Background: an optimization exercise with open tools, aiming at small area and a short achievable clock period. Do not read the settings as production practice. The RTL was checked by simulation tests, not by an equivalence proof against the original design. No activity file was given, so power comes from the tool's default toggle rates.

== v12 ==
Design minisys_cpu, start of the top module:
module minisys_cpu(
    input         clk,
    input         rst,           
    output [13:0] imem_addr,     
    input  [31:0] imem_data,     
    output [13:0] dmem_addr,     
    output        dmem_we,       
    output        dmem_re,       
    output [31:0] dmem_wdata,    
    input  [31:0] dmem_rdata,    
    input  [23:0] switch_i,      
    input  [15:0] kbd_i,         
    output [23:0] led,           
    output [31:0] seg_num        
);
Size: about 220 I/O pins.
export LEC_CHECK = 0
export CAP_MARGIN = 20
export CELL_PAD_IN_SITES_DETAIL_PLACEMENT = 1
export CELL_PAD_IN_SITES_GLOBAL_PLACEMENT = 1
export CORE_MARGIN = 2
export CORE_UTILIZATION = 40
export CTS_CLUSTER_DIAMETER = 100
export CTS_CLUSTER_SIZE = 30
export SLEW_MARGIN = 20
export SYNTH_HIERARCHICAL = 1
export SYNTH_MINIMUM_KEEP_SIZE = 0
export TNS_END_PERCENT = 5
create_clock -name core_clock -period 18.0 [get_ports {clk}]
standard.sh (not shown) runs the stock make flow with config.mk's settings and CLKGATE_MAP_FILE= SYNTH_SCRIPT=/design/flow/synth_recipe.tcl, a recipe that flattens the netlist after the stock synthesis.
==> flow/flow/run.sh <==
#!/bin/bash
# Layout flow: the standard ORFS flow (standard.sh), with
#  - port buffers of sky130_fd_sc_hd__buf_1 instead of the default delay buffer
#  - a larger setup slack margin for ORFS's timing repair, so that it keeps
#    improving paths past the (loose) clock constraint
#  - the resizer free to change a cell's footprint (MATCH_CELL_FOOTPRINT=0),
#    not used in synthesis
#  - global routing that keeps more wires off met1/met2 (flow/fastroute.tcl)
# The synthesis, SDC, clock period and every other setting are the standard flow's.
set -uo pipefail
here=$(pwd)
export SETUP_SLACK_MARGIN=7.5
export BUFFER_PORTS_ARGS="-buffer_cell sky130_fd_sc_hd__buf_1"
export FASTROUTE_TCL="$here/flow/fastroute.tcl"
bash standard.sh synth > standard_synth.log 2>&1 || exit 1
bash standard.sh MATCH_CELL_FOOTPRINT=0 finish > standard_flow.log 2>&1
status=$?
cp -f orfs/logs/sky130hd/minisys_cpu/base/*.log . 2>/dev/null || true
exit $status
==> flow/flow/fastroute.tcl <==
# Global routing layers for sky130hd, as the platform's fastroute.tcl, but
# with less of met1 and met2 offered to the global router so that fewer
# wires are left to fight over the cell pins there.
set_global_routing_layer_adjustment met1 0.5
set_global_routing_layer_adjustment met2 0.35
set_global_routing_layer_adjustment met3-$::env(MAX_ROUTING_LAYER) 0.2

set_routing_layers -clock $::env(MIN_CLK_ROUTING_LAYER)-$::env(MAX_ROUTING_LAYER)
set_routing_layers -signal $::env(MIN_ROUTING_LAYER)-$::env(MAX_ROUTING_LAYER)
Setup changes, v12 to v32
Settings: CORE_UTILIZATION changed from 40 to 50.
diff --git a/flow/flow/run.sh b/flow/flow/run.sh
--- a/flow/flow/run.sh
+++ b/flow/flow/run.sh
@@ -11,3 +11,3 @@
 here=$(pwd)
-export SETUP_SLACK_MARGIN=7.5
+export SETUP_SLACK_MARGIN=7
 export BUFFER_PORTS_ARGS="-buffer_cell sky130_fd_sc_hd__buf_1"
v32 reports a higher global routing met2 resource utilization than v12 does. Clock network power share ends up higher on v12. Going from v12 to v32, the global-route usage was found to have gone up by 8.6 points. Total power went down slightly going from v12 to v32.
Input-level comparison between v46 and v32:
Settings: swapping 50 for 40 in CORE_UTILIZATION.
[summary]
[v46 vs v32] logic depth of the worst path, buffers included: lower in v46. v32 → v46: largest stage delay on the critical path higher, share of power burned in the clock network grew by 0.3 points, die area went up by 0.027 sq mm, total via count in the routed design down 654, final worst-path setup slack increased 0.0065 ns. Worst slack at placement up 0.24 ns in v46 wrt v32. Summary of v46 over v32: fmax was more or less identical; share of total power in combinational logic was more or less identical.
Inputs modified between v46 and v15:
Settings: CORE_UTILIZATION: 40 -> 45.
diff --git a/flow/flow/run.sh b/flow/flow/run.sh
--- a/flow/flow/run.sh
+++ b/flow/flow/run.sh
@@ -2,3 +2,3 @@
 # Layout flow: the standard ORFS flow (standard.sh), with
-#  - port buffers of sky130_fd_sc_hd__buf_1 instead of the default delay buffer
+#  - port buffers of sky130_fd_sc_hd__buf_2 instead of the default delay buffer
 #  - a larger setup slack margin for ORFS's timing repair, so that it keeps
@@ -12,3 +12,3 @@
 export SETUP_SLACK_MARGIN=7
-export BUFFER_PORTS_ARGS="-buffer_cell sky130_fd_sc_hd__buf_1"
+export BUFFER_PORTS_ARGS="-buffer_cell sky130_fd_sc_hd__buf_2"
 export FASTROUTE_TCL="$here/flow/fastroute.tcl"
## What came out
Diff v46 -> v15: final cell area excluding filler cells decreased by 0.96% relative to the old numbers; share of final layout cell area taken by non-clock buffers decreased by 0.35 points relative to the old numbers; overall power after layout decreased by 0.42% relative to the old numbers. Looking at post-route clock period utilization, v15 sits 0.90 points above v46. Startpoint of the worst setup timing path = imem_data[23]: v46; startpoint of the worst setup timing path = imem_data[22]: v15. On average cell area after synthesis, v15 and v46 are basically level. v15 vs v46, layout overhead on the synthesized area went down by 1.1 points. Any difference in placed standard-cell area between v46 and v15 is small enough to ignore. [v15] fraction of area in registers rose 0.50 points relative to v46. Global-route usage, v15 and v46, higher one = v15. Taking v46 as 1.0, v15 lands at 0.890 on floorplan die area. On v15: routed wire length is about 0.4% lower than what v46 gave.

port drivers added, routing unchanged:
The flow's constraints put no driver on any port. The routed layouts listed below were extracted and timed again, unchanged, in two steps. Step 1: set_driving_cell puts a clkbuf_16 on clk and a buf_2 on each other input, an assumption about the parent block. Step 2 adds t to the input delays and takes it off the output delays; t is the mean of the earliest and latest rising clock arrival at the registers after step 1. Input paths then give back, and output paths get back, about the clock's delay inside the block. a / b / c = ideal ports / drivers / drivers and shift; a / b = the first two.
run | t, ns | setup WS [ns] | hold slack, ns | worst setup path after step 2
v12 | 0.764 | 7.247 / 7.205 / 6.832 | 0.472 / 0.472 / 0.472 | input to register
v32 | 0.772 | 6.988 / 6.934 / 6.564 | 0.480 / 0.480 / 0.480 | input to register
v46 | 0.774 | 6.994 / 6.967 / 6.606 | 0.474 / 0.474 / 0.474 | input to register
v15 | 0.763 | 6.833 / 6.789 / 6.479 | 0.467 / 0.467 / 0.467 | input to register
After both steps setup and hold are still met in every run listed. For v32, which loses most, drivers alone change the setup slack by -0.054 ns; drivers and shift together by -0.424 ns.
